This design comes from an exercise in tuning for small area on the open sky130 flow, not from production work.
Where RTL was checked, it was by simulation tests only, not by an equivalence proof against the original.
Only the layout flow was run in run 3; the RTL was not checked for function there.
No activity file was given, so power comes from the tool's default toggle rates.

## flow/design.v (module list and top-level ports; edited modules follow where they fit)
// module chen_div_inv: 5 lines
// module chen_div_nand2: 5 lines
// module chen_div_nor2: 5 lines
// module chen_div_aoi21: 5 lines
// module chen_div_oai21: 5 lines
// module chen_div_xor2: 5 lines
// module chen_div_xnor2: 5 lines
// module chen_div_iter_1: 18 lines
// module chen_div_iter_2: 29 lines
// module chen_div_iter_3: 42 lines
// module chen_div_iter_4: 57 lines
// module chen_div_iter_5: 68 lines
// module chen_div_iter_6: 85 lines
// module chen_div_iter_7: 96 lines
// module chen_div_iter_8: 123 lines
// module chen_div_iter_9: 136 lines
// module chen_div_iter_10: 151 lines
// module chen_div_iter_11: 170 lines
// module chen_div_iter_12: 189 lines
// module chen_div_iter_13: 204 lines
// module chen_div_iter_14: 227 lines
// module chen_div_iter_15: 250 lines
// module chen_div_iter_16: 273 lines
// module chen_div_iter_17: 284 lines
// module chen_div_iter_18: 301 lines
// module chen_div_iter_19: 320 lines
// module chen_div_iter_20: 293 lines
// module chen_div_iter_21: 306 lines
// module chen_div_iter_22: 321 lines
// module chen_div_iter_23: 332 lines
// module chen_div_iter_24: 355 lines
// module chen_div_iter_25: 366 lines
// module chen_div_iter_26: 383 lines
// module chen_div_iter_27: 394 lines
// module chen_div_iter_28: 413 lines
// module chen_div_iter_29: 426 lines
// module chen_div_iter_30: 441 lines
// module chen_div_iter_31: 452 lines
// module chen_div_iter_32: 479 lines
// module chen_unsigned_div: 296 lines
module chen_unsigned_div (clk, rst_n, divide_en, dividend, divisor,
                          divide_error, divide_done, quotient, remainde);
  // ...
==> flow/run.sh <==
#!/bin/bash
# synth_recipe.tcl (not shown) runs the flow's synth.tcl, then flattens the netlist and writes it again
# the make line also repeats each setting of config.mk as NAME=value (left out here)
make -C /OpenROAD-flow-scripts/flow DESIGN_CONFIG=/design/flow/config.mk WORK_HOME=/design/flow/orfs CLKGATE_MAP_FILE= SYNTH_SCRIPT=/design/flow/synth_recipe.tcl finish
==> flow/config.mk <==
export PLATFORM = sky130hd
export DESIGN_NAME = chen_unsigned_div
export DESIGN_NICKNAME = chen_unsigned_div
export VERILOG_FILES = /design/flow/design.v
export SDC_FILE = /design/flow/constraint.sdc
export NUM_CORES = 4
export LEC_CHECK = 0
export CAP_MARGIN = 20
export CORE_MARGIN = 2
export CORE_UTILIZATION = 50
export CTS_CLUSTER_DIAMETER = 80
export CTS_CLUSTER_SIZE = 25
export SLEW_MARGIN = 20
export SYNTH_HIERARCHICAL = 1
==> flow/constraint.sdc <==
create_clock -name core_clock -period 5.0 [get_ports {clk}]
set_input_delay 1.0000 -clock core_clock [delete_from_list [all_inputs] [get_ports {clk}]]
set_output_delay 1.0000 -clock core_clock [all_outputs]
set_load 0.01 [all_outputs]
==> out/metrics.yaml, run 1 <==
status:
  status: "timing/DRC/antenna clean"
run:
  cap_violations: 0
die:
  taps: 1176
  die_w_um: 304
  core_area_um2: 89700
  die-area_um2: 92600
detailed_routing:
  vias: 33370
  drc: 0
  drt-vias-per-instance: 4.74
  met2_wirelength_um: 45100
  wl_um: 81000
  drt-met1-wl_um: 31900
  dr_wl_met3_um: 1730
sta:
  finalClockSkew_ns: 0.0261
  relSlewSlack_pct: 62.0
  period_share_pct: 96.8
  hold_violations: 0
critical_path:
  crit_start: "r_4[0]"
  reg2reg_to: "r_5[5]"
  critPathTopFamily: "compound AO/OA/AOI/OAI gates"
grt:
  grtUsageMet1_pct: 17.3
  grt_pass1_wl_um: 137000
  grt_start_max_net_pins: 33
layout:
  layout.nonclk_buf_share_pct: 8.51
  drive_gt1_share_pct: 21.4
  seq_area_share_pct: 37.7
  clockNetworkAreaShare_pct: 3.12
  multi_input_cells: 3994
  final_common_cell: "nand2_1"
  mostFrequentLayoutCells: "1001 x nand2_1, 980 x dfxtp_1, 936 x nor2_1, 589 x a21oi_2, 544 x xor2_1"
power:
  finalPower_w: 0.0175
  clock_power_share_pct: 27.0
  power.internal_w: 0.0125
worst_hold_path:
  hp-start: "x_1[27]"
  min_to: "x_2[30]"
clocking:
  cts_tree: "built"
  htree_levels: 2
synth:
  syn-num-nets: 5362
  yosysWarnings: 7
==> run 2, diff against run 1 <==
==> flow/flow/run.sh (new file) <==
#!/bin/bash
# Own layout flow: the standard flow (standard.sh), except that synthesis
# runs with ABC_LOAD_IN_FF=1, so ABC sizes each mapped gate for a 1 fF load
# instead of the platform's 5 fF (the netlist's gate modules are single
# gates, and the larger load made ABC pick double-strength cells).  The
# registers, their names and cell types are those of the standard synthesis.
set -euo pipefail
work="$(pwd)"
sed -e 's#^make -C #make ABC_LOAD_IN_FF=1 -C #' standard.sh > "$work/standard_load1.sh"
grep -q 'ABC_LOAD_IN_FF=1' "$work/standard_load1.sh"
bash "$work/standard_load1.sh" synth > "$work/synth.log" 2>&1
bash standard.sh > "$work/layout.log" 2>&1
==> flow/standard.sh (new file) <==
#!/bin/bash
# synth_recipe.tcl (not shown) runs the flow's synth.tcl, then flattens the netlist and writes it again
# the make line also repeats each setting of config.mk as NAME=value (left out here)
make -C /OpenROAD-flow-scripts/flow DESIGN_CONFIG=/design/flow/config.mk WORK_HOME=/design/flow/orfs CLKGATE_MAP_FILE= SYNTH_SCRIPT=/design/flow/synth_recipe.tcl "${@:-finish}"
removed: flow/run.sh
==> out/metrics.yaml, run 2 <==
grt:
  grt_pass1_wl_um: 136000  # -0.68%
  antenna_found_initial: 0
  grt_start_max_net_pins: 34  # +3.0%
  track_usage_pct: 17.7
  grt_pass1_vias: 32371
  grt_overflow: 0
clocking:
  clock-sinks: 1005
  cts_root_buf: "clkbuf_16"
  clk_path_buf_depth: 3
  clock_latency_ns: 0.65
  htree_levels: 2  # unchanged
  cts_tree: "built"
  path_clk_slew_ns: 0.09
  cts_buffers: 51
layout:
  final_cell_area_um2: 52000
  syn_to_final_growth_pct: 21.2
  layout.nets: 6035
  drive_gt1_share_pct: 13.3  # -8.1 points
  fin_cells: 7133
  final_common_cell: "nand2_1"
  diodes: 0
  mostFrequentLayoutCells: "1008 x nand2_1, 986 x dfxtp_1, 955 x nor2_1, 555 x xor2_1, 520 x a21oi_1"
worst_hold_path:
  hold_class: "flip-flop to flip-flop"
  whs_path_depth: 0
power:
  seq_power_share_pct: 51.5
  switching_share_pct: 28.2
  switchingPower_w: 0.00482
  pwr_density_cell_nw_per_um2: 329
  finalPower_w: 0.0171  # -2.4%
  ir_worst_vdd_mv: 0.280
  p_leak_nw: 23.8
  clock_power_share_pct: 26.8  # -0.2 points
  power.internal_w: 0.0123  # -1.7%
  combPwrFrac_pct: 21.7
synth:
  syn-num-nets: 5362  # unchanged
  avgSynthCellArea_um2: 8.10
  syn_area_um2: 42900
  synthesis.instances: 5295
  yosysWarnings: 7  # unchanged
detailed_routing:
  route.antenna.remaining_nets: 0
  routedWlPerCell_um: 11.2
  drtIter0Drc: 955
  first_pass_iters: 5
  drt-vias-per-instance: 4.74  # about the same
  drc: 0  # unchanged
  vias: 33795  # +1.3%
  wl_um: 79800  # -1.6%
critical_path:
  crit_slowest_cell: "and4_1"
  cp-start-kind: "flip-flop"
  worstPathArrival_ns: 5.31
  critPathMaxFanout: 20
  setup.worst_path.end_class: "flip-flop"
  cp_common_cell: "nand2_1"
  criticalPathCategory: "flip-flop to flip-flop"
  max_stage_delay_ns: 0.41
  required_ns: 5.56
  worstRegToRegCells: 29
placement:
  post-place-cells: 7014
  io_buffers: 132
  dp_hpwl_um: 62300
  placed_cell_area_um2: 49300
  gp_congestion: 0.844
sta:
  finalClockSkew_ns: 0.0228  # -0.00329 ns
  report.final.slew_viol_count: 0
  hold_violations: 0  # unchanged
  setup_viol: 0
  fin_crit_ns: 4.75
  fmaxAchievable_mhz: 211
  period_share_pct: 95.0  # -1.8 points
  rsz0062_at_grt: "true"
die:
  die-area_um2: 88100  # -4.8%
  die_w_um: 297  # -2.4%
  io_pins: 133
  fp-row-count: 107
  core_area_um2: 85100  # -5.1%
  start_util_pct: 50.4
  die_y_um: 297
run:
  cap_violations: 0  # unchanged
status:
  status: "timing/DRC/antenna clean"
## run 2: layout make-up
class                   count  area [um^2]
repair buffers            650         5420
multi-input cells        3994        22400
inverters                 266         1000
clock buffers              56         1340
flip-flops and latches   1005        20100
well taps                1144         1430
clock inverters            18          249
fillers                  7715        33200
## run 2: final timing paths
| kind | end | from | slack [ns] |
|---|---|---|---|
| setup reg to reg | r_5[14] | nd_4[29] | 0.25 |
| hold / removal | x_9[24] | x_8[22] | 0.32 |
| hold reg to reg | x_9[24] | x_8[22] | 0.32 |
| setup / recovery | r_5[14] | nd_4[29] | 0.25 |
## run 2: what timing repair did
action / 4_1_cts / 5_1_grt
buffers inserted: 11 / 31
pin swaps: 15 / 71
hold buffers: 0 / 0
hold endpoints to repair: 0 / 0
setup endpoints to repair: 87 / 189
cloned: 2 / 1
resized for setup: 22 / 158
## run 2: power by group through the flow
stage                     logic, W  clock network [W]  registers, W
final                      0.00370            0.00459       0.00879
after global routing       0.00415            0.00507       0.00887
after CTS                  0.00363            0.00478       0.00880
after detailed placement   0.00359                  0       0.00899
after global placement     0.00352                  0       0.00898
after floorplan            0.00237                  0       0.00894
## run 2: metrics by stage
step / worst slack (ns) / utilization [%] / setup TNS [ns] / hold slack (ns)
6_report: 0.250 / 61.1 / 0 / 0.317
5_1_grt: -0.195 / 61.1 / -3.66 / 0.318
4_1_cts: 0.0186 / 60.0 / 0 / 0.308
3_5_place_dp: -0.627 / 57.9 / -16.98 / 0.312
3_3_place_gp: -0.544 / 57.9 / -11.34 / 0.310
2_1_floorplan: 0.00178 / - / 0 / 0.310
## run 2: layer usage
| metal | global-route usage, % | vias to the layer above | routed length [um] |
|---|---|---|---|
| met2 | 38.0 | 263 | 44900 |
| met3 | 1.88 | 142 | 1640 |
| met4 | 4.81 | 0 | 2250 |
| met5 | 0 | - | 0 |
| met1 | 17.2 | 15256 | 30900 |
| li1 | - | 18134 | - |
## run 2: critical path: cells and delay by family (launching register included)
kind            cells  cell delay, ns
xor+xnor            3            0.58
flops               1            0.34
simple gates       11            1.75
compound gates     10            1.34
buf+inv             5            0.64
==> module chen_div_iter_5, before the edit <==
module chen_div_iter_5 (t, nd, hz, nhz, q, r);
  input  [4:0] t;
  input  [4:0] nd;
  input         hz;
  input         nhz;
  output        q;
  output [4:0] r;
  wire n1;
  chen_div_nor2 u1 (.a(t[0]), .b(nd[0]), .y(n1));
  wire n2;
  chen_div_nand2 u2 (.a(t[0]), .b(nd[0]), .y(n2));
  wire n3;
  chen_div_nor2 u3 (.a(t[1]), .b(nd[1]), .y(n3));
  wire n4;
  chen_div_nand2 u4 (.a(t[1]), .b(nd[1]), .y(n4));
  wire n5;
  chen_div_nor2 u5 (.a(t[2]), .b(nd[2]), .y(n5));
  wire n6;
  chen_div_nand2 u6 (.a(t[2]), .b(nd[2]), .y(n6));
  wire n7;
  chen_div_nor2 u7 (.a(t[3]), .b(nd[3]), .y(n7));
  wire n8;
  chen_div_nand2 u8 (.a(t[3]), .b(nd[3]), .y(n8));
  wire n9;
  chen_div_nor2 u9 (.a(t[4]), .b(nd[4]), .y(n9));
  wire n10;
  chen_div_nand2 u10 (.a(t[4]), .b(nd[4]), .y(n10));
  wire n11;
  chen_div_aoi21 u11 (.a1(n4), .a2(n1), .b1(n3), .y(n11));
  wire n12;
  chen_div_aoi21 u12 (.a1(n8), .a2(n5), .b1(n7), .y(n12));
  wire n13;
  chen_div_nand2 u13 (.a(n8), .b(n6), .y(n13));
  wire n14;
  chen_div_oai21 u14 (.a1(n13), .a2(n11), .b1(n12), .y(n14));
  wire n15;
  chen_div_inv u15 (.a(n11), .y(n15));
  wire n16;
  chen_div_aoi21 u16 (.a1(n6), .a2(n15), .b1(n5), .y(n16));
  wire n17;
  chen_div_aoi21 u17 (.a1(n10), .a2(n14), .b1(n9), .y(n17));
  wire n18;
  chen_div_nand2 u18 (.a(hz), .b(n17), .y(n18));
  chen_div_inv u19 (.a(n18), .y(q));
  wire n20;
  chen_div_nor2 u20 (.a(n18), .b(nd[0]), .y(n20));
  chen_div_xor2 u21 (.a(t[0]), .b(n20), .y(r[0]));
  wire n22;
  chen_div_xor2 u22 (.a(nd[1]), .b(n1), .y(n22));
  wire n23;
  chen_div_nor2 u23 (.a(n18), .b(n22), .y(n23));
  chen_div_xor2 u24 (.a(t[1]), .b(n23), .y(r[1]));
  wire n25;
  chen_div_xnor2 u25 (.a(nd[2]), .b(n11), .y(n25));
  wire n26;
  chen_div_nor2 u26 (.a(n18), .b(n25), .y(n26));
  chen_div_xor2 u27 (.a(t[2]), .b(n26), .y(r[2]));
  wire n28;
  chen_div_xnor2 u28 (.a(nd[3]), .b(n16), .y(n28));
  wire n29;
  chen_div_nor2 u29 (.a(n18), .b(n28), .y(n29));
  chen_div_xor2 u30 (.a(t[3]), .b(n29), .y(r[3]));
  wire n31;
  chen_div_xor2 u31 (.a(nd[4]), .b(n14), .y(n31));
  wire n32;
  chen_div_nor2 u32 (.a(n18), .b(n31), .y(n32));
  chen_div_xor2 u33 (.a(t[4]), .b(n32), .y(r[4]));
endmodule
==> module chen_div_iter_6, before the edit <==
module chen_div_iter_6 (t, nd, hz, nhz, q, r);
  input  [5:0] t;
  input  [5:0] nd;
  input         hz;
  input         nhz;
  output        q;
  output [5:0] r;
  wire n1;
  chen_div_nor2 u1 (.a(t[0]), .b(nd[0]), .y(n1));
  wire n2;
  chen_div_nand2 u2 (.a(t[0]), .b(nd[0]), .y(n2));
  wire n3;
  chen_div_nor2 u3 (.a(t[1]), .b(nd[1]), .y(n3));
  wire n4;
  chen_div_nand2 u4 (.a(t[1]), .b(nd[1]), .y(n4));
  wire n5;
  chen_div_nor2 u5 (.a(t[2]), .b(nd[2]), .y(n5));
  wire n6;
  chen_div_nand2 u6 (.a(t[2]), .b(nd[2]), .y(n6));
  wire n7;
  chen_div_nor2 u7 (.a(t[3]), .b(nd[3]), .y(n7));
  wire n8;
  chen_div_nand2 u8 (.a(t[3]), .b(nd[3]), .y(n8));
  wire n9;
  chen_div_nor2 u9 (.a(t[4]), .b(nd[4]), .y(n9));
  wire n10;
  chen_div_nand2 u10 (.a(t[4]), .b(nd[4]), .y(n10));
  wire n11;
  chen_div_nor2 u11 (.a(t[5]), .b(nd[5]), .y(n11));
  wire n12;
  chen_div_nand2 u12 (.a(t[5]), .b(nd[5]), .y(n12));
  wire n13;
  chen_div_aoi21 u13 (.a1(n4), .a2(n1), .b1(n3), .y(n13));
  wire n14;
  chen_div_aoi21 u14 (.a1(n8), .a2(n5), .b1(n7), .y(n14));
  wire n15;
  chen_div_nand2 u15 (.a(n8), .b(n6), .y(n15));
  wire n16;
  chen_div_aoi21 u16 (.a1(n12), .a2(n9), .b1(n11), .y(n16));
  wire n17;
  chen_div_nand2 u17 (.a(n12), .b(n10), .y(n17));
  wire n18;
  chen_div_oai21 u18 (.a1(n15), .a2(n13), .b1(n14), .y(n18));
  wire n19;
  chen_div_inv u19 (.a(n18), .y(n19));
  wire n20;
  chen_div_oai21 u20 (.a1(n17), .a2(n19), .b1(n16), .y(n20));
  wire n21;
  chen_div_inv u21 (.a(n13), .y(n21));
  wire n22;
  chen_div_aoi21 u22 (.a1(n6), .a2(n21), .b1(n5), .y(n22));
  wire n23;
  chen_div_aoi21 u23 (.a1(n10), .a2(n18), .b1(n9), .y(n23));
  chen_div_nor2 u24 (.a(nhz), .b(n20), .y(q));
  wire n25;
  chen_div_inv u25 (.a(nd[0]), .y(n25));
  wire n26;
  chen_div_nand2 u26 (.a(q), .b(n25), .y(n26));
  chen_div_xnor2 u27 (.a(t[0]), .b(n26), .y(r[0]));
  wire n28;
  chen_div_xnor2 u28 (.a(nd[1]), .b(n1), .y(n28));
  wire n29;
  chen_div_nand2 u29 (.a(q), .b(n28), .y(n29));
  chen_div_xnor2 u30 (.a(t[1]), .b(n29), .y(r[1]));
  wire n31;
  chen_div_xor2 u31 (.a(nd[2]), .b(n13), .y(n31));
  wire n32;
  chen_div_nand2 u32 (.a(q), .b(n31), .y(n32));
  chen_div_xnor2 u33 (.a(t[2]), .b(n32), .y(r[2]));
  wire n34;
  chen_div_xor2 u34 (.a(nd[3]), .b(n22), .y(n34));
  wire n35;
  chen_div_nand2 u35 (.a(q), .b(n34), .y(n35));
  chen_div_xnor2 u36 (.a(t[3]), .b(n35), .y(r[3]));
  wire n37;
  chen_div_xnor2 u37 (.a(nd[4]), .b(n18), .y(n37));
  wire n38;
  chen_div_nand2 u38 (.a(q), .b(n37), .y(n38));
  chen_div_xnor2 u39 (.a(t[4]), .b(n38), .y(r[4]));
  wire n40;
  chen_div_xor2 u40 (.a(nd[5]), .b(n23), .y(n40));
  wire n41;
  chen_div_nand2 u41 (.a(q), .b(n40), .y(n41));
  chen_div_xnor2 u42 (.a(t[5]), .b(n41), .y(r[5]));
endmodule
==> module chen_div_iter_7, before the edit <==
module chen_div_iter_7 (t, nd, hz, nhz, q, r);
  input  [6:0] t;
  input  [6:0] nd;
  input         hz;
  input         nhz;
  output        q;
  output [6:0] r;
  wire n1;
  chen_div_nor2 u1 (.a(t[0]), .b(nd[0]), .y(n1));
  wire n2;
  chen_div_nand2 u2 (.a(t[0]), .b(nd[0]), .y(n2));
  wire n3;
  chen_div_nor2 u3 (.a(t[1]), .b(nd[1]), .y(n3));
  wire n4;
  chen_div_nand2 u4 (.a(t[1]), .b(nd[1]), .y(n4));
  wire n5;
  chen_div_nor2 u5 (.a(t[2]), .b(nd[2]), .y(n5));
  wire n6;
  chen_div_nand2 u6 (.a(t[2]), .b(nd[2]), .y(n6));
  wire n7;
  chen_div_nor2 u7 (.a(t[3]), .b(nd[3]), .y(n7));
  wire n8;
  chen_div_nand2 u8 (.a(t[3]), .b(nd[3]), .y(n8));
  wire n9;
  chen_div_nor2 u9 (.a(t[4]), .b(nd[4]), .y(n9));
  wire n10;
  chen_div_nand2 u10 (.a(t[4]), .b(nd[4]), .y(n10));
  wire n11;
  chen_div_nor2 u11 (.a(t[5]), .b(nd[5]), .y(n11));
  wire n12;
  chen_div_nand2 u12 (.a(t[5]), .b(nd[5]), .y(n12));
  wire n13;
  chen_div_nor2 u13 (.a(t[6]), .b(nd[6]), .y(n13));
  wire n14;
  chen_div_nand2 u14 (.a(t[6]), .b(nd[6]), .y(n14));
  wire n15;
  chen_div_aoi21 u15 (.a1(n4), .a2(n1), .b1(n3), .y(n15));
  wire n16;
  chen_div_aoi21 u16 (.a1(n8), .a2(n5), .b1(n7), .y(n16));
  wire n17;
  chen_div_nand2 u17 (.a(n8), .b(n6), .y(n17));
  wire n18;
  chen_div_aoi21 u18 (.a1(n12), .a2(n9), .b1(n11), .y(n18));
  wire n19;
  chen_div_nand2 u19 (.a(n12), .b(n10), .y(n19));
  wire n20;
  chen_div_oai21 u20 (.a1(n17), .a2(n15), .b1(n16), .y(n20));
  wire n21;
  chen_div_inv u21 (.a(n20), .y(n21));
  wire n22;
  chen_div_oai21 u22 (.a1(n19), .a2(n21), .b1(n18), .y(n22));
  wire n23;
  chen_div_inv u23 (.a(n15), .y(n23));
  wire n24;
  chen_div_aoi21 u24 (.a1(n6), .a2(n23), .b1(n5), .y(n24));
  wire n25;
  chen_div_aoi21 u25 (.a1(n10), .a2(n20), .b1(n9), .y(n25));
  wire n26;
  chen_div_aoi21 u26 (.a1(n14), .a2(n22), .b1(n13), .y(n26));
  wire n27;
  chen_div_nand2 u27 (.a(hz), .b(n26), .y(n27));
  chen_div_inv u28 (.a(n27), .y(q));
  wire n29;
  chen_div_nor2 u29 (.a(n27), .b(nd[0]), .y(n29));
  chen_div_xor2 u30 (.a(t[0]), .b(n29), .y(r[0]));
  wire n31;
  chen_div_xor2 u31 (.a(nd[1]), .b(n1), .y(n31));
  wire n32;
  chen_div_nor2 u32 (.a(n27), .b(n31), .y(n32));
  chen_div_xor2 u33 (.a(t[1]), .b(n32), .y(r[1]));
  wire n34;
  chen_div_xnor2 u34 (.a(nd[2]), .b(n15), .y(n34));
  wire n35;
  chen_div_nor2 u35 (.a(n27), .b(n34), .y(n35));
  chen_div_xor2 u36 (.a(t[2]), .b(n35), .y(r[2]));
  wire n37;
  chen_div_xnor2 u37 (.a(nd[3]), .b(n24), .y(n37));
  wire n38;
  chen_div_nor2 u38 (.a(n27), .b(n37), .y(n38));
  chen_div_xor2 u39 (.a(t[3]), .b(n38), .y(r[3]));
  wire n40;
  chen_div_xor2 u40 (.a(nd[4]), .b(n20), .y(n40));
  wire n41;
  chen_div_nor2 u41 (.a(n27), .b(n40), .y(n41));
  chen_div_xor2 u42 (.a(t[4]), .b(n41), .y(r[4]));
  wire n43;
  chen_div_xnor2 u43 (.a(nd[5]), .b(n25), .y(n43));
  wire n44;
  chen_div_nor2 u44 (.a(n27), .b(n43), .y(n44));
  chen_div_xor2 u45 (.a(t[5]), .b(n44), .y(r[5]));
  wire n46;
  chen_div_xor2 u46 (.a(nd[6]), .b(n22), .y(n46));
  wire n47;
  chen_div_nor2 u47 (.a(n27), .b(n46), .y(n47));
  chen_div_xor2 u48 (.a(t[6]), .b(n47), .y(r[6]));
endmodule
==> run 3, diff against run 2 <==
--- a/flow/design.v
+++ b/flow/design.v
@@ -213,13 +213,13 @@
   wire n13;
   chen_div_nand2 u13 (.a(n8), .b(n6), .y(n13));
   wire n14;
-  chen_div_oai21 u14 (.a1(n13), .a2(n11), .b1(n12), .y(n14));
+  chen_div_inv u14 (.a(n11), .y(n14));
   wire n15;
-  chen_div_inv u15 (.a(n11), .y(n15));
+  chen_div_aoi21 u15 (.a1(n6), .a2(n14), .b1(n5), .y(n15));
   wire n16;
-  chen_div_aoi21 u16 (.a1(n6), .a2(n15), .b1(n5), .y(n16));
+  chen_div_oai21 u16 (.a1(n13), .a2(n11), .b1(n12), .y(n16));
   wire n17;
-  chen_div_aoi21 u17 (.a1(n10), .a2(n14), .b1(n9), .y(n17));
+  chen_div_aoi21 u17 (.a1(n10), .a2(n16), .b1(n9), .y(n17));
   wire n18;
   chen_div_nand2 u18 (.a(hz), .b(n17), .y(n18));
   chen_div_inv u19 (.a(n18), .y(q));
@@ -237,12 +237,12 @@
   chen_div_nor2 u26 (.a(n18), .b(n25), .y(n26));
   chen_div_xor2 u27 (.a(t[2]), .b(n26), .y(r[2]));
   wire n28;
-  chen_div_xnor2 u28 (.a(nd[3]), .b(n16), .y(n28));
+  chen_div_xnor2 u28 (.a(nd[3]), .b(n15), .y(n28));
   wire n29;
   chen_div_nor2 u29 (.a(n18), .b(n28), .y(n29));
   chen_div_xor2 u30 (.a(t[3]), .b(n29), .y(r[3]));
   wire n31;
-  chen_div_xor2 u31 (.a(nd[4]), .b(n14), .y(n31));
+  chen_div_xor2 u31 (.a(nd[4]), .b(n16), .y(n31));
   wire n32;
   chen_div_nor2 u32 (.a(n18), .b(n31), .y(n32));
   chen_div_xor2 u33 (.a(t[4]), .b(n32), .y(r[4]));
@@ -289,18 +289,18 @@
   wire n17;
   chen_div_nand2 u17 (.a(n12), .b(n10), .y(n17));
   wire n18;
-  chen_div_oai21 u18 (.a1(n15), .a2(n13), .b1(n14), .y(n18));
+  chen_div_inv u18 (.a(n13), .y(n18));
   wire n19;
-  chen_div_inv u19 (.a(n18), .y(n19));
+  chen_div_aoi21 u19 (.a1(n6), .a2(n18), .b1(n5), .y(n19));
   wire n20;
-  chen_div_oai21 u20 (.a1(n17), .a2(n19), .b1(n16), .y(n20));
+  chen_div_oai21 u20 (.a1(n15), .a2(n13), .b1(n14), .y(n20));
   wire n21;
-  chen_div_inv u21 (.a(n13), .y(n21));
+  chen_div_aoi21 u21 (.a1(n10), .a2(n20), .b1(n9), .y(n21));
   wire n22;
-  chen_div_aoi21 u22 (.a1(n6), .a2(n21), .b1(n5), .y(n22));
+  chen_div_inv u22 (.a(n20), .y(n22));
   wire n23;
-  chen_div_aoi21 u23 (.a1(n10), .a2(n18), .b1(n9), .y(n23));
-  chen_div_nor2 u24 (.a(nhz), .b(n20), .y(q));
+  chen_div_oai21 u23 (.a1(n17), .a2(n22), .b1(n16), .y(n23));
+  chen_div_nor2 u24 (.a(nhz), .b(n23), .y(q));
   wire n25;
   chen_div_inv u25 (.a(nd[0]), .y(n25));
   wire n26;
@@ -317,17 +317,17 @@
   chen_div_nand2 u32 (.a(q), .b(n31), .y(n32));
   chen_div_xnor2 u33 (.a(t[2]), .b(n32), .y(r[2]));
   wire n34;
-  chen_div_xor2 u34 (.a(nd[3]), .b(n22), .y(n34));
+  chen_div_xor2 u34 (.a(nd[3]), .b(n19), .y(n34));
   wire n35;
   chen_div_nand2 u35 (.a(q), .b(n34), .y(n35));
   chen_div_xnor2 u36 (.a(t[3]), .b(n35), .y(r[3]));
   wire n37;
-  chen_div_xnor2 u37 (.a(nd[4]), .b(n18), .y(n37));
+  chen_div_xnor2 u37 (.a(nd[4]), .b(n20), .y(n37));
   wire n38;
   chen_div_nand2 u38 (.a(q), .b(n37), .y(n38));
   chen_div_xnor2 u39 (.a(t[4]), .b(n38), .y(r[4]));
   wire n40;
-  chen_div_xor2 u40 (.a(nd[5]), .b(n23), .y(n40));
+  chen_div_xor2 u40 (.a(nd[5]), .b(n21), .y(n40));
   wire n41;
   chen_div_nand2 u41 (.a(q), .b(n40), .y(n41));
   chen_div_xnor2 u42 (.a(t[5]), .b(n41), .y(r[5]));
@@ -378,55 +378,63 @@
   wire n19;
   chen_div_nand2 u19 (.a(n12), .b(n10), .y(n19));
   wire n20;
-  chen_div_oai21 u20 (.a1(n17), .a2(n15), .b1(n16), .y(n20));
+  chen_div_inv u20 (.a(n15), .y(n20));
   wire n21;
-  chen_div_inv u21 (.a(n20), .y(n21));
+  chen_div_aoi21 u21 (.a1(n6), .a2(n20), .b1(n5), .y(n21));
   wire n22;
-  chen_div_oai21 u22 (.a1(n19), .a2(n21), .b1(n18), .y(n22));
+  chen_div_oai21 u22 (.a1(n17), .a2(n15), .b1(n16), .y(n22));
   wire n23;
-  chen_div_inv u23 (.a(n15), .y(n23));
+  chen_div_inv u23 (.a(n18), .y(n23));
   wire n24;
-  chen_div_aoi21 u24 (.a1(n6), .a2(n23), .b1(n5), .y(n24));
+  chen_div_aoi21 u24 (.a1(n14), .a2(n23), .b1(n13), .y(n24));
   wire n25;
-  chen_div_aoi21 u25 (.a1(n10), .a2(n20), .b1(n9), .y(n25));
+  chen_div_inv u25 (.a(n19), .y(n25));
   wire n26;
-  chen_div_aoi21 u26 (.a1(n14), .a2(n22), .b1(n13), .y(n26));
+  chen_div_nand2 u26 (.a(n14), .b(n25), .y(n26));
   wire n27;
-  chen_div_nand2 u27 (.a(hz), .b(n26), .y(n27));
-  chen_div_inv u28 (.a(n27), .y(q));
+  chen_div_aoi21 u27 (.a1(n10), .a2(n22), .b1(n9), .y(n27));
+  wire n28;
+  chen_div_inv u28 (.a(n22), .y(n28));
   wire n29;
-  chen_div_nor2 u29 (.a(n27), .b(nd[0]), .y(n29));
-  chen_div_xor2 u30 (.a(t[0]), .b(n29), .y(r[0]));
-  wire n31;
-  chen_div_xor2 u31 (.a(nd[1]), .b(n1), .y(n31));
+  chen_div_oai21 u29 (.a1(n19), .a2(n28), .b1(n18), .y(n29));
+  wire n30;
+  chen_div_oai21 u30 (.a1(n26), .a2(n28), .b1(n24), .y(n30));
+  chen_div_nor2 u31 (.a(nhz), .b(n30), .y(q));
   wire n32;
-  chen_div_nor2 u32 (.a(n27), .b(n31), .y(n32));
-  chen_div_xor2 u33 (.a(t[1]), .b(n32), .y(r[1]));
-  wire n34;
-  chen_div_xnor2 u34 (.a(nd[2]), .b(n15), .y(n34));
+  chen_div_inv u32 (.a(nd[0]), .y(n32));
+  wire n33;
+  chen_div_nand2 u33 (.a(q), .b(n32), .y(n33));
+  chen_div_xnor2 u34 (.a(t[0]), .b(n33), .y(r[0]));
   wire n35;
-  chen_div_nor2 u35 (.a(n27), .b(n34), .y(n35));
-  chen_div_xor2 u36 (.a(t[2]), .b(n35), .y(r[2]));
-  wire n37;
-  chen_div_xnor2 u37 (.a(nd[3]), .b(n24), .y(n37));
+  chen_div_xnor2 u35 (.a(nd[1]), .b(n1), .y(n35));
+  wire n36;
+  chen_div_nand2 u36 (.a(q), .b(n35), .y(n36));
+  chen_div_xnor2 u37 (.a(t[1]), .b(n36), .y(r[1]));
   wire n38;
-  chen_div_nor2 u38 (.a(n27), .b(n37), .y(n38));
-  chen_div_xor2 u39 (.a(t[3]), .b(n38), .y(r[3]));
-  wire n40;
-  chen_div_xor2 u40 (.a(nd[4]), .b(n20), .y(n40));
+  chen_div_xor2 u38 (.a(nd[2]), .b(n15), .y(n38));
+  wire n39;
+  chen_div_nand2 u39 (.a(q), .b(n38), .y(n39));
+  chen_div_xnor2 u40 (.a(t[2]), .b(n39), .y(r[2]));
   wire n41;
-  chen_div_nor2 u41 (.a(n27), .b(n40), .y(n41));
-  chen_div_xor2 u42 (.a(t[4]), .b(n41), .y(r[4]));
-  wire n43;
-  chen_div_xnor2 u43 (.a(nd[5]), .b(n25), .y(n43));
+  chen_div_xor2 u41 (.a(nd[3]), .b(n21), .y(n41));
+  wire n42;
+  chen_div_nand2 u42 (.a(q), .b(n41), .y(n42));
+  chen_div_xnor2 u43 (.a(t[3]), .b(n42), .y(r[3]));
   wire n44;
-  chen_div_nor2 u44 (.a(n27), .b(n43), .y(n44));
-  chen_div_xor2 u45 (.a(t[5]), .b(n44), .y(r[5]));
-  wire n46;
-  chen_div_xor2 u46 (.a(nd[6]), .b(n22), .y(n46));
+  chen_div_xnor2 u44 (.a(nd[4]), .b(n22), .y(n44));
+  wire n45;
+  chen_div_nand2 u45 (.a(q), .b(n44), .y(n45));
+  chen_div_xnor2 u46 (.a(t[4]), .b(n45), .y(r[4]));
   wire n47;
-  chen_div_nor2 u47 (.a(n27), .b(n46), .y(n47));
-  chen_div_xor2 u48 (.a(t[6]), .b(n47), .y(r[6]));
+  chen_div_xor2 u47 (.a(nd[5]), .b(n27), .y(n47));
+  wire n48;
+  chen_div_nand2 u48 (.a(q), .b(n47), .y(n48));
+  chen_div_xnor2 u49 (.a(t[5]), .b(n48), .y(r[5]));
+  wire n50;
+  chen_div_xnor2 u50 (.a(nd[6]), .b(n29), .y(n50));
+  wire n51;
+  chen_div_nand2 u51 (.a(q), .b(n50), .y(n51));
+  chen_div_xnor2 u52 (.a(t[6]), .b(n51), .y(r[6]));
 endmodule
 module chen_div_iter_8 (t, nd, hz, nhz, q, r);
   input  [7:0] t;
==> out/metrics.yaml, run 3 <==
grt:
  grt_overflow: 0  # unchanged
  grt_start_max_net_pins: 33  # -2.9%
  antenna_found_initial: 0  # unchanged
  grt_pass1_wl_um: 135000  # -1.0%
  grt_pass1_vias: 32198  # -0.53%
  track_usage_pct: 17.5  # -0.21 points
clocking:
  clk_path_buf_depth: 3  # unchanged
  path_clk_slew_ns: 0.09  # about the same
  cts_tree: "built"
  cts_buffers: 52  # +2.0%
  clock-sinks: 1005  # unchanged
  cts_root_buf: "clkbuf_16"
  htree_levels: 2  # unchanged
  clock_latency_ns: 0.64  # about the same
die:
  die-area_um2: 88200  # about the same
  die_y_um: 297  # about the same
  start_util_pct: 50.4  # about the same
  core_area_um2: 85100  # unchanged
  fp-row-count: 107  # unchanged
  io_pins: 133  # unchanged
  die_w_um: 297  # about the same
synth:
  syn-num-nets: 5366  # +0.075%
  synthesis.instances: 5299  # +0.076%
  avgSynthCellArea_um2: 8.10  # about the same
  yosysWarnings: 7  # unchanged
  syn_area_um2: 42900  # about the same
layout:
  multi_input_area_um2: 23000  # +2.5%
  drive_gt1_share_pct: 15.2  # +1.8 points
  seqCellArea_um2: 20200  # about the same
  syn_to_final_growth_pct: 23.0
  mostFrequentLayoutCells: "985 x nand2_1, 973 x dfxtp_1, 925 x nor2_1, 529 x xor2_1, 515 x a21oi_1"
  final_cell_area_um2: 52800  # +1.5%
  layout.nets: 6037  # +0.033%
  diodes: 0  # unchanged
  final_common_cell: "nand2_1"
  final.fill_count: 7542  # -2.2%
detailed_routing:
  wl_um: 81000  # +1.6%
  drc: 0  # unchanged
  vias: 33960  # +0.49%
  routedWlPerCell_um: 11.4  # +1.5%
  drt-vias-per-instance: 4.76  # +0.39%
  route.antenna.remaining_nets: 0  # unchanged
  first_pass_iters: 5  # unchanged
  drtIter0Drc: 1059  # +11%
critical_path:
  critPathMaxFanout: 7  # -65%
  worstPathArrival_ns: 5.42  # +0.11 ns
  setup.worst_path.end_class: "flip-flop"
  crit_slowest_cell: "dfxtp_2"
  cp-start-kind: "flip-flop"
  max_stage_delay_ns: 0.35  # -0.06 ns
  cp_common_cell: "o21ai_2"
  required_ns: 5.52  # -0.04 ns
  criticalPathCategory: "flip-flop to flip-flop"
placement:
  gp_congestion: 0.864  # +2.3%
  placed_cell_area_um2: 49100  # -0.43%
  dp_hpwl_um: 61700  # -1.1%
  io_buffers: 132  # unchanged
run:
  cap_violations: 0  # unchanged
sta:
  finalClockSkew_ns: 0.0209  # -0.00199 ns
  setup_viol: 0  # unchanged
  rsz0062_at_grt: "true"
  period_share_pct: 98.0  # +3.0 points
  hold_violations: 0  # unchanged
  report.final.slew_viol_count: 0  # unchanged
  holdWs_ns: 0.325  # +0.00741 ns
  fin_crit_ns: 4.90  # +0.151 ns
  fmaxAchievable_mhz: 204  # -3.1%
power:
  pwr_density_cell_nw_per_um2: 326  # -0.82%
  finalPower_w: 0.0172  # +0.67%
  ir_worst_vdd_mv: 0.270  # -3.5%
  p_leak_nw: 24.0  # +1.0%
worst_hold_path:
  hold_class: "flip-flop to flip-flop"
status:
  status: "timing/DRC/antenna clean"
run 3: cell types whose count changed in the layout (fill, tap and decap cells not counted), sizes merged, moves of 4 or more:
| cell | delta |
|---|---|
| xnor2 | +7 |
| clkbuf | +7 |
| nand2 | +8 |
| inv | +4 |
| xor2 | -7 |
| clkinv | +5 |
| buf | -9 |
| nor2 | -6 |
run 3: path summary, 6_finish.rpt:
| check | slack, ns | depth (start not counted) | end | start |
|---|---|---|---|---|
| max | 0.1 | 32 | r_5[0] | nd_4[1] |
| min | 0.32 | 0 | x_5[29] | x_4[26] |
| max reg2reg | 0.1 | 32 | r_5[0] | nd_4[1] |
| min reg2reg | 0.32 | 0 | x_5[29] | x_4[26] |
run 3: through the flow:
| step | worst slack [ns] | utilization [%] | cells | TNS, ns |
|---|---|---|---|---|
| floorplan | 0.00178 | - | 5299 | 0 |
| global placement | -0.391 | 57.6 | 6983 | -6.54 |
| detailed placement | -0.476 | 57.6 | 6983 | -10.99 |
| CTS | 0.00113 | 59.7 | 7065 | 0 |
| global route | -0.167 | 62.0 | 7140 | -3.69 |
| finish | 0.0989 | 62.0 | 7140 | 0 |
run 3: layout make-up:
class                           count  area share [%]
Sequential cell                  1005            38.2
Timing Repair Buffer              647            10.5
Inverter                          268            1.91
Clock inverter                     23           0.538
Multi-Input combinational cell   3996            43.5
Clock buffer                       57            2.58
Tap cell                         1144            2.71
run 3: worst max-delay path: cells and delay by family (launching register included):
kind                   cells  cell delay [ns]
AO/OA/AOI/OAI             15             2.05
flip-flops                 1             0.35
XOR/XNOR                   3             0.47
AND/OR/NAND/NOR            9             1.13
buffers and inverters      5             0.72
run 3: power by group:
part,internal (W),switching [W],total [W]
registers,0.00842,0.000381,0.00880
logic,0.00182,0.00192,0.00375
clock network,0.00209,0.00256,0.00465
total,0.0123,0.00487,0.0172
run 3: metal layers:
metal	wire, um	global-route usage [%]	part of all wire [%]	vias to the layer above
met1	31300	17.4	39	15372
met2	45400	36.4	56	293
met5	0	0	0	-
li1	-	-	-	18129
met4	2590	5.81	3.2	0
met3	1750	2.05	2.2	166
run 3: what timing repair did:
item / 4_1_cts / 5_1_grt
endpoints found under the setup margin: 93 / 214
gates cloned: 0 / 10
gates resized for setup: 16 / 301
pin swaps: 6 / 142
hold endpoints to repair: 0 / 0
setup buffers: 2 / 65
hold buffers: 0 / 0

-- separate check: timing with driven ports --
The flow's constraints put no driver on any port. The routed layouts listed below were extracted and timed again, unchanged, in two steps.
Step 1 (the two cells are an assumption about what drives the block):
set clk [get_ports {clk}]
set_driving_cell -lib_cell sky130_fd_sc_hd__clkbuf_16 $clk
set_driving_cell -lib_cell sky130_fd_sc_hd__buf_2 [delete_from_list [all_inputs] $clk]
Step 2, shift: input delay + t, output delay - t, t = (earliest + latest rising clock arrival at the registers) / 2. This alone moves slack from input paths to output paths.
Three values: ideal ports, drivers, drivers and shift; two values: the first two.
| run | t (ns) | slack for setup (ns) | clock arrival spread, ns | slew at the worst register clock pin (ns) | worst data-port slew with drivers (ns) |
|---|---|---|---|---|---|
| run 1 | 0.696 | 0.160 / 0.160 / -0.154 | 0.033 / 0.033 | 0.10 / 0.10 | 0.05 |
| run 2 | 0.702 | 0.250 / 0.247 / -0.199 | 0.029 / 0.030 | 0.10 / 0.10 | 0.05 |
| run 3 | 0.698 | 0.099 / 0.099 / -0.232 | 0.026 / 0.025 | 0.09 / 0.09 | 0.06 |
With both steps, setup timing fails in every run listed, where it was met with ideal ports. For run 2, which loses most, drivers alone change the setup slack by -0.003 ns; drivers and shift together by -0.449 ns.
